From an optimization exercise on the open Yosys and OpenROAD flow, aimed at a short achievable clock period and few clock cycles; shortcuts taken in it are not production practice. Only simulation tests tie the RTL to the original design; equivalence was not proved. No activity file was given, so power comes from the tool's default toggle rates.

## design.v

```verilog
localparam 
    ADDR_BITS = 32,
    WORD_BYTES = 4,
    WORD_BYTES_WIDTH = 2,    
    WORD_BITS = (WORD_BYTES * 8),
    ELEMENT_WORDS = 4,
    ELEMENT_WORDS_WIDTH = 2,    
    BLOCK_WIDTH = (ELEMENT_WORDS_WIDTH + WORD_BYTES_WIDTH),    
    ELEMENT_NUM = 32,
    WAYS = 2,
    ELEMENT_INDEX_WIDTH = 5,    
    SET_INDEX_WIDTH = 4,    
    TAG_BITS = (ADDR_BITS - SET_INDEX_WIDTH - BLOCK_WIDTH);   
module cache (
	input wire clk,   
	input wire rst,   
	input wire [31:0] addr,   
    input wire load,     
	input wire replace,   
	input wire store,   
	input wire invalid,   
    input wire [2:0] u_b_h_w,  
	input wire [31:0] din,   
	output hit,   
	output [31:0] dout,   
	output valid,   
	output dirty,   
	output [23:0] tag   
	);
     localparam 
    ADDR_BITS = 32,
    WORD_BYTES = 4,
    WORD_BYTES_WIDTH = 2,    
    WORD_BITS = (WORD_BYTES * 8),
    ELEMENT_WORDS = 4,
    ELEMENT_WORDS_WIDTH = 2,    
    BLOCK_WIDTH = (ELEMENT_WORDS_WIDTH + WORD_BYTES_WIDTH),    
    ELEMENT_NUM = 32,
    WAYS = 2,
    ELEMENT_INDEX_WIDTH = 5,    
    SET_INDEX_WIDTH = 4,    
    TAG_BITS = (ADDR_BITS - SET_INDEX_WIDTH - BLOCK_WIDTH);   
 	wire [31:0] word1, word2;
    wire [15:0] half_word1, half_word2;
    wire [7:0]  byte1, byte2;
    wire recent1, recent2, valid1, valid2, dirty1, dirty2;
    wire [TAG_BITS-1:0] tag1, tag2;
    wire hit1, hit2;
    reg [ELEMENT_NUM-1:0] inner_recent;
    reg [ELEMENT_NUM-1:0] inner_valid;
    reg [ELEMENT_NUM-1:0] inner_dirty;
    reg [TAG_BITS-1:0] inner_tag [0:ELEMENT_NUM-1];
    reg [31:0] inner_data [0:ELEMENT_NUM*ELEMENT_WORDS-1];
    wire [TAG_BITS-1:0] addr_tag;
    wire [SET_INDEX_WIDTH-1:0] addr_index;      
    wire [ELEMENT_INDEX_WIDTH-1:0] addr_element1; 
    wire [ELEMENT_INDEX_WIDTH-1:0] addr_element2;      
    wire [ELEMENT_INDEX_WIDTH+ELEMENT_WORDS_WIDTH-1:0] addr_word1;
    wire [ELEMENT_INDEX_WIDTH+ELEMENT_WORDS_WIDTH-1:0] addr_word2;  
    assign addr_tag = addr[31:8];   
    assign addr_index = addr[7:4];  
    assign addr_element1 = {addr_index, 1'b0};   
    assign addr_element2 = {addr_index, 1'b1};   
    assign addr_word1 = {addr_element1, addr[ELEMENT_WORDS_WIDTH+WORD_BYTES_WIDTH-1:WORD_BYTES_WIDTH]};
    assign addr_word2 = {addr_element2, addr[ELEMENT_WORDS_WIDTH+WORD_BYTES_WIDTH-1:WORD_BYTES_WIDTH]};            
    assign word1 = inner_data[addr_word1];
    assign word2 = inner_data[addr_word2];                 
    assign half_word1 = addr[1] ? word1[31:16] : word1[15:0];
    assign half_word2 = addr[1] ? word2[31:16] : word2[15:0];  
    assign byte1 = addr[1] ?
                    addr[0] ? word1[31:24] : word1[23:16] :
                    addr[0] ? word1[15:8] :  word1[7:0]   ;
    assign byte2 = addr[1] ?
                    addr[0] ? word2[31:24] : word2[23:16] :
                    addr[0] ? word2[15:8] :  word2[7:0]   ;
    assign recent1 = inner_recent[addr_element1];
    assign recent2 = inner_recent[addr_element2];               
    assign valid1 = inner_valid[addr_element1];
    assign valid2 = inner_valid[addr_element2];                
    assign dirty1 = inner_dirty[addr_element1];
    assign dirty2 = inner_dirty[addr_element2];                
    assign tag1 = inner_tag[addr_element1];
    assign tag2 = inner_tag[addr_element2];                  
    assign hit1 = valid1 & (tag1 == addr_tag);
    assign hit2 = valid2 & (tag2 == addr_tag);                  
    assign valid = hit1 ? valid1 : hit2 ? valid2 : recent1 ? valid2 : recent2 ? valid1 : 0;                   
    assign dirty = hit1 ? dirty1 : hit2 ? dirty2 : recent1 ? dirty2 : recent2 ? dirty1 : 0;                   
    assign hit = valid && (hit1 || hit2);        
    assign tag = hit1 ? tag1 : hit2 ? tag2 : recent1 ? tag2 : tag1;      
    assign dout = (load && hit1) ? 
    (u_b_h_w[1] ? word1 : 
        (u_b_h_w[0] ? 
            {u_b_h_w[2] ? 16'b0 : {16{half_word1[15]}}, half_word1} :
            {u_b_h_w[2] ? 24'b0 : {24{byte1[7]}}, byte1})) :
    (load && hit2) ? 
    (u_b_h_w[1] ? word2 :
        (u_b_h_w[0] ? 
            {u_b_h_w[2] ? 16'b0 : {16{half_word2[15]}}, half_word2} :
            {u_b_h_w[2] ? 24'b0 : {24{byte2[7]}}, byte2})) : 
    (!load) ? inner_data[ recent1 ? addr_word2 : addr_word1 ]
        : 32'b0;
    always @ (posedge clk) begin
        if (rst) begin
            inner_recent <= {ELEMENT_NUM{1'b0}};
            inner_valid <= {ELEMENT_NUM{1'b0}};
            inner_dirty <= {ELEMENT_NUM{1'b0}};
        end
        else if (load) begin
            if (hit1) begin
                inner_recent[addr_element1] <= 1'b1;
                inner_recent[addr_element2] <= 1'b0;
            end
            else if (hit2) begin
                inner_recent[addr_element1] <= 1'b0;
                inner_recent[addr_element2] <= 1'b1;
            end
        end
        else if (store) begin
            if (hit1) begin
                inner_data[addr_word1] <= 
                    u_b_h_w[1] ?         
                        din
                    :
                        u_b_h_w[0] ?     
                            addr[1] ?        
                                {din[15:0], word1[15:0]} 
                            :
                                {word1[31:16], din[15:0]} 
                        :    
                            addr[1] ?
                                addr[0] ?
                                    {din[7:0], word1[23:0]}    
                                :
                                    {word1[31:24], din[7:0], word1[15:0]}  
                            :
                                addr[0] ?
                                    {word1[31:16], din[7:0], word1[7:0]}    
                                :
                                    {word1[31:8], din[7:0]}  
                ;
                inner_dirty[addr_element1] <= 1'b1;
                inner_recent[addr_element1] <= 1'b1;
                inner_recent[addr_element2] <= 1'b0;
            end
            else if (hit2) begin
                inner_data[addr_word2] <=
                    u_b_h_w[1] ?         
                        din
                    :
                        u_b_h_w[0] ?     
                            addr[1] ?        
                                {din[15:0], word2[15:0]} 
                            :
                                {word2[31:16], din[15:0]} 
                        :    
                            addr[1] ?
                                addr[0] ?
                                    {din[7:0], word2[23:0]}    
                                :
                                    {word2[31:24], din[7:0], word2[15:0]}  
                            :
                                addr[0] ?
                                    {word2[31:16], din[7:0], word2[7:0]}    
                                :
                                    {word2[31:8], din[7:0]}  
                ;
                inner_dirty[addr_element2] <= 1'b1;  
                inner_recent[addr_element1] <= 1'b0;
                inner_recent[addr_element2] <= 1'b1;  
            end 
        end
        else if (replace) begin
            if (hit1) begin
                inner_data[addr_word1] <= din;
                inner_valid[addr_element1] <= 1'b1;
                inner_dirty[addr_element1] <= 1'b0;
                inner_tag[addr_element1] <= addr_tag;
                inner_recent[addr_element1] <= 1'b1;
                inner_recent[addr_element2] <= 1'b0;
            end
            else if (hit2) begin
                inner_data[addr_word2] <= din;
                inner_valid[addr_element2] <= 1'b1;
                inner_dirty[addr_element2] <= 1'b0;
                inner_tag[addr_element2] <= addr_tag;
                inner_recent[addr_element1] <= 1'b0;
                inner_recent[addr_element2] <= 1'b1;
            end
            else if (recent1) begin   
                inner_data[addr_word2] <= din;
                inner_valid[addr_element2] <= 1'b1;
                inner_dirty[addr_element2] <= 1'b0;
                inner_tag[addr_element2] <= addr_tag;
                inner_recent[addr_element1] <= 1'b0;
                inner_recent[addr_element2] <= 1'b1;
            end else begin
                inner_data[addr_word1] <= din;
                inner_valid[addr_element1] <= 1'b1;
                inner_dirty[addr_element1] <= 1'b0;
                inner_tag[addr_element1] <= addr_tag;
                inner_recent[addr_element1] <= 1'b1;
                inner_recent[addr_element2] <= 1'b0;
            end
        end
        else if (invalid) begin
            inner_recent[addr_element1] <= 1'b0;
            inner_recent[addr_element2] <= 1'b0;
            inner_valid[addr_element1] <= 1'b0;
            inner_valid[addr_element2] <= 1'b0;
            inner_dirty[addr_element1] <= 1'b0;
            inner_dirty[addr_element2] <= 1'b0;
        end
    end
endmodule
module cmu (
		input clk,
		input rst,
		input [31:0] addr_rw,
		input en_r,
		input en_w,
        input [2:0] u_b_h_w,
		input [31:0] data_w,
		output [31:0] data_r,
		output stall,
		output reg mem_cs_o,
		output reg mem_we_o,
		output reg [31:0] mem_addr_o,
		input [31:0] mem_data_i,
		output [31:0] mem_data_o,
		input mem_ack_i
	);
     localparam 
    ADDR_BITS = 32,
    WORD_BYTES = 4,
    WORD_BYTES_WIDTH = 2,    
    WORD_BITS = (WORD_BYTES * 8),
    ELEMENT_WORDS = 4,
    ELEMENT_WORDS_WIDTH = 2,    
    BLOCK_WIDTH = (ELEMENT_WORDS_WIDTH + WORD_BYTES_WIDTH),    
    ELEMENT_NUM = 32,
    WAYS = 2,
    ELEMENT_INDEX_WIDTH = 5,    
    SET_INDEX_WIDTH = 4,    
    TAG_BITS = (ADDR_BITS - SET_INDEX_WIDTH - BLOCK_WIDTH);   
    reg [ADDR_BITS-1:0] cache_addr;
    reg cache_load;
    reg cache_replace;
    reg cache_store;
    reg [2:0] cache_u_b_h_w;
    reg [WORD_BITS-1:0] cache_din;
    wire cache_hit;
    wire [WORD_BITS-1:0] cache_dout;
    wire cache_valid;
    wire cache_dirty;
    wire [TAG_BITS-1:0] cache_tag;
    cache CACHE (
        .clk(clk),
        .rst(rst),
        .addr(cache_addr),
        .load(cache_load),
        .replace(cache_replace),
        .store(cache_store),
        .invalid(1'b0),
        .u_b_h_w(cache_u_b_h_w),
        .din(cache_din),
        .hit(cache_hit),
        .dout(cache_dout),
        .valid(cache_valid),
        .dirty(cache_dirty),
        .tag(cache_tag)
    );
    localparam
        S_IDLE = 0,
        S_BACK = 2,
        S_FILL = 3,
        S_WAIT = 4;
    reg [2:0]state;
    reg [2:0]next_state;
    reg [ELEMENT_WORDS_WIDTH-1:0]word_count;
    reg [ELEMENT_WORDS_WIDTH-1:0]next_word_count;
    always @ (posedge clk) begin
        if (rst) begin
            state <= S_IDLE;
            word_count <= 2'b00;
        end
        else begin
            state <= next_state;
            word_count <= next_word_count;
        end
    end
    always @ (*) begin
        case (state)
            S_IDLE: begin
                if (en_r || en_w) begin
                    if (cache_hit)
                        next_state = S_IDLE;
                    else if (cache_valid && cache_dirty)
                        next_state = S_BACK;
                    else
                        next_state = S_FILL;
                end
                else begin
                    next_state = S_IDLE;
                end
                next_word_count = 2'b00;
            end
            S_BACK: begin
                if (mem_ack_i && word_count == {ELEMENT_WORDS_WIDTH{1'b1}})     
                    next_state = S_FILL;
                else
                    next_state = S_BACK;
                if (mem_ack_i)
                    next_word_count = word_count + 2'b01;
                else
                    next_word_count = word_count;
            end
            S_FILL: begin
                if (mem_ack_i && word_count == {ELEMENT_WORDS_WIDTH{1'b1}})
                    next_state = S_WAIT;
                else
                    next_state = S_FILL;
                if (mem_ack_i)
                    next_word_count = word_count + 2'b01;
                else
                    next_word_count = word_count;
            end
            S_WAIT: begin
                next_state = S_IDLE;
                next_word_count = 2'b00;
            end
            default: begin
                next_state = S_IDLE;
                next_word_count = 2'b00;
            end
        endcase
    end
    always @ (*) begin
        case(state)
            S_IDLE, S_WAIT: begin
                cache_addr = addr_rw;
                cache_load = en_r;
                cache_store = en_w;
                cache_replace = 1'b0;
                cache_u_b_h_w = u_b_h_w;
                cache_din = data_w;
            end
            S_BACK: begin
                cache_addr = {addr_rw[ADDR_BITS-1:BLOCK_WIDTH], word_count, {ELEMENT_WORDS_WIDTH{1'b0}}};  
                cache_load = 1'b0;
                cache_store = 1'b0;
                cache_replace = 1'b0;
                cache_u_b_h_w = 3'b010;
                cache_din = 32'b0;
            end
            S_FILL: begin
                cache_addr = {addr_rw[ADDR_BITS-1:BLOCK_WIDTH], word_count, {ELEMENT_WORDS_WIDTH{1'b0}}};
                cache_load = 1'b0;
                cache_store = 1'b0;
                cache_replace = mem_ack_i;
                cache_u_b_h_w = 3'b010;
                cache_din = mem_data_i;
            end
            default: begin
                cache_addr = addr_rw;
                cache_load = en_r;
                cache_store = en_w;
                cache_replace = 1'b0;
                cache_u_b_h_w = u_b_h_w;
                cache_din = data_w;
            end
        endcase
    end
    assign data_r = cache_dout;
    always @ (*) begin
        case (state)
            S_IDLE, S_WAIT: begin
                mem_cs_o = 1'b0;
                mem_we_o = 1'b0;
                mem_addr_o = 32'b0;
            end
            S_BACK: begin
                mem_cs_o = 1'b1;
                mem_we_o = 1'b1;
                mem_addr_o = {cache_tag, addr_rw[ADDR_BITS-TAG_BITS-1:BLOCK_WIDTH], word_count, {ELEMENT_WORDS_WIDTH{1'b0}}};  
            end
            S_FILL: begin
                mem_cs_o = 1'b1;
                mem_we_o = 1'b0;
                mem_addr_o = {addr_rw[ADDR_BITS-1:BLOCK_WIDTH], word_count, {ELEMENT_WORDS_WIDTH{1'b0}}};  
            end
            default: begin
                mem_cs_o = 1'b0;
                mem_we_o = 1'b0;
                mem_addr_o = 32'b0;
            end
        endcase
    end
    assign mem_data_o = cache_dout;
    assign stall = (next_state != S_IDLE);
endmodule
```

## run.sh

```bash
#!/bin/bash
# synth_recipe.tcl (not shown) runs the flow's synth.tcl, then flattens the netlist and writes it again
# the make line also repeats each setting of config.mk as NAME=value (left out here)
make -C /OpenROAD-flow-scripts/flow DESIGN_CONFIG=/design/flow/config.mk WORK_HOME=/design/flow/orfs CLKGATE_MAP_FILE= SYNTH_SCRIPT=/design/flow/synth_recipe.tcl finish
```

## config.mk

```make
export PLATFORM = sky130hd
export DESIGN_NAME = cmu
export DESIGN_NICKNAME = cmu
export VERILOG_FILES = /design/flow/design.v
export SDC_FILE = /design/flow/constraint.sdc
export NUM_CORES = 4
export LEC_CHECK = 0
export CAP_MARGIN = 20
export CORE_MARGIN = 2
export CORE_UTILIZATION = 40
export PLACE_DENSITY = 0.6
export SETUP_SLACK_MARGIN = 1.0
export SLEW_MARGIN = 20
```

## constraint.sdc

```tcl
create_clock -name core_clock -period 15.0 [get_ports {clk}]
set_input_delay 3.0000 -clock core_clock [delete_from_list [all_inputs] [get_ports {clk}]]
set_output_delay 3.0000 -clock core_clock [all_outputs]
set_load 0.01 [all_outputs]
```

==> reports/metrics.cfg <==
[status]
status=complete, no violations

[worst_setup_path]
slowest_delay_ns=1.13
reg2regPathDepth=14
path_common_cell=buf_4
critPathArrivalTime_ns=10.70
startpoint_type=primary input
path_class=in2out
timing.rr.end=CACHE.inner_data[127][18]$_DFFE_PP_
r2r_slack_ns=6.79
crit_required_ns=12.00
crit_chain=clkdlybuf4s50_1 -> a21oi_4 -> buf_16 -> buf_12 -> buf_4 -> buf_12 -> buf_4 -> mux4_2 -> mux4_2 -> o221ai_1 -> a21oi_1 -> a221o_1 -> a21oi_1 -> buf_4 -> clkdlybuf4s50_1
path_buf_inv=8
critPathLaunch=addr_rw[2]
r2r_start=state[1]$_SDFF_PP0_
cp-end-kind=output port
critPathTopFamily=buffers and inverters
worst-path-max-fanout=87
worst_path_max_delay_cell=a21oi_1

[sta]
fin_crit_sh_pct=91.34
setup_ws_ns=1.299
final_hold_viol_count=0
finalSetupViolCount=0
finalCriticalPeriod_ns=13.70
finClkSkew_ns=0.1024
clock.fmax_mhz=72.99
worst_pin_slew_ns=1.439
fin_setup_tns_ns=0
drv_slew=0
rsz0062_at_grt=false
slew_headroom_pct=4.073

[layout]
mostFrequentLayoutCells=edfxtp_1, mux4_2, nand2_1
final_common_cell=edfxtp_1
layout-area-overhead-vs-synth_pct=15.14
instances_no_fill=18420
nets=11350
design_area_mm2=0.2347
multiInputGateArea_mm2=0.05413
nFillCells=42260
layout-drive-gt1-share_pct=25.27
register_area_mm2=0.1481

[power_and_ir_drop]
intPower_mw=24.08
clockPowerShare_pct=38.8
pwr-share-seq_pct=47.8
total_power_mw=32.96
p_sw_mw=8.886
ir_drop_mv=0.1142
p_leak_nw=75.36
pwr-share-comb_pct=13.4
pwr_density_cell_mw_per_mm2=140.5
swShare_pct=26.96

[floorplanning]
dieArea_mm2=0.5153
rows=262
dieWidth_um=717.8
start_util_pct=40.09
io_pins=203
fp.coreArea_mm2=0.5084
chipHeight_um=717.8

[place]
pre_cts_ws_ns=1.682
gp_congestion=1.053
place_inst=17440
io_buffers=200
post_dp_cell_area_mm2=0.2175
hpwl_um=531500

[logic_synthesis]
yosys_warnings=2
synthArstFlopShare_pct=0
synth_top_area_share_pct=71.66
syn_area_mm2=0.2038
synth_top_area_cell=edfxtp_1
syn_avg_cell_area_um2=19.11
synth-edff-count=4864
ys_seq_elements=4965
synth_area_leaders=edfxtp_1, mux4_2, mux2i_1
synth.yosys.seq_area_share_pct=72.65
yosysUniqueCellTypes=87
synth_ff_type=edfxtp_1
netlist_instances=10670

[clock_tree]
cts_buffers=531
clockBufferDepth=4
cts_sinks=4965
ctsHoldBuffers=0
post-cts-setup-buffer-count=0
cts_tree=built
clk_pin_slew_worst_paths_ns=0.06
clock_latency_ns=1.13
cts_resized=0
htree_levels=6
root_buffer=clkbuf_16

[detailed_routing]
via_count=119000
drt-pass1-iter-count=6
drt-wirelength-per-cell_um=43.98
drt-total-wl_um=810300
ant_nets=0
drc=0
vias_per_cell=6.462
drt_iter0_markers=19970

[global_routing]
grt_pass1_vias=112900
grt_usage_pct=30.78
grt_max_degree=105
overflow=0
grt_pass1_wl_um=1064000
grt_antenna_before_repair=106

[min_path]
worstHoldStart=CACHE.inner_valid[13]$_SDFFE_PP0P_
hp-class=reg2reg
hold_path_end=CACHE.inner_valid[13]$_SDFFE_PP0P_
min_path_cells=1

[flow_run]
maxCapViolCount=0

## power groups by stage
stage / clock network [mW] / registers [mW] / logic [mW]
floorplan: 0 / 16.2 / 2.04
global placement: 0 / 16.0 / 4.19
detailed placement: 0 / 16.1 / 4.26
CTS: 12.9 / 15.8 / 4.27
global route: 13.4 / 15.8 / 4.44
finish: 12.8 / 15.8 / 4.40
## through the flow
stage	utilization [%]	hold WS, ns
floorplan	-	0.4211
global placement	42.71	0.4302
detailed placement	42.78	0.4367
CTS	46.10	0.4502
global route	46.13	0.4612
finish	46.15	0.4486
## layout make-up
cell class | instances | share of cell area [%]
Tap cell | 6732 | 3.589
Clock buffer | 638 | 5.833
Clock inverter | 299 | 1.359
Antenna cell | 44 | 0.04692
Timing Repair Buffer | 765 | 2.919
Multi-Input combinational cell | 4935 | 23.07
Inverter | 45 | 0.08158
Sequential cell | 4965 | 63.10
## worst register-to-register path: cells and delay by family, from the launching register on
kind                   cells  cell delay [ns]
muxes                      4             2.92
DFF                        1             0.44
AOI/OAI and AO/OA          4             1.93
and+or+nand+nor            1             0.32
buffers and inverters      5             2.06
## worst max-delay path by stage
stage / end / cells past startpoint
5_1_grt: mem_data_o[9] / 15
3_5_place_dp: data_r[6] / 15
6_report: data_r[6] / 15
4_1_cts: data_r[6] / 15
3_3_place_gp: mem_data_o[9] / 14
2_1_floorplan: CACHE.inner_data[0][14]$_DFFE_PP_ / 19
## metal layers
metal,GRT usage (%),share of wire [%]
met5,0,0.030
met1,41.30,38
met2,45.01,43
met4,17.06,6.7
met3,9.208,12
## cells in the mapped netlist, types with 31 or more instances
cell type / n
a211oi_1: 60
a21oi_1: 293
a22oi_1: 135
a31oi_1: 92
and2_1: 33
and3_1: 75
buf_1: 75
buf_2: 232
buf_4: 133
clkbuf_1: 267
dfxtp_1: 101
edfxtp_1: 4864
inv_1: 40
mux2_2: 73
mux2i_1: 736
mux4_2: 1248
nand2_1: 765
nand3_1: 175
nor2_1: 354
nor3_1: 54
o21ai_0: 166
o221ai_1: 75
o22ai_1: 104
xnor2_1: 31
## flip-flops by register name, indices dropped and copies added (netlist names), named ones only
name	count
CACHE.inner_data	4096
CACHE.inner_dirty	32
CACHE.inner_tag	768
CACHE.inner_valid	32
state	3
word_count	2
## kinds of logic (layout without fill, tap and decap cells)
logic type | after synthesis | in the layout | share of synthesized area [%]
muxes | 2057 | 2057 | 17.81
and+or+nand+nor | 1608 | 1608 | 3.454
DFF | 4965 | 4965 | 72.65
buffers and inverters | 766 | 1747 | 1.850
adders and majority gates | 7 | 7 | 0.04297
other | 1 | 46 | 0.001840
xor gates and xnor gates | 36 | 36 | 0.1547
AOI/OAI and AO/OA | 1225 | 1225 | 4.035
Testbench counts, summed over its fixed seeds: cycles 122,279.

==> static timing again, ports no longer ideal <==
How much do the figures lean on ideal ports? The routed layout below was timed once more, with nothing changed but the port constraints. Step 1 sets driving cells, clkbuf_16 on the clock port and buf_2 on the other inputs (assumed; they add their load-dependent delay and slew). Step 2 times the ports against the registers' clock, not the clock port: input delays grow and output delays shrink by t, the midpoint of the rising clock arrivals with the driver on. Slacks: no drivers / after step 1 / after step 2; pairs: no drivers / after step 1.
shift t [ns]: 1.198
slack for setup (ns): 1.299 / 1.234 / 1.234
slew at the worst register clock pin (ns): 0.07 / 0.07
After both steps setup and hold are still met in this run. The setup slack of this run moves by -0.065 ns with the drivers and by -0.065 ns with both steps.
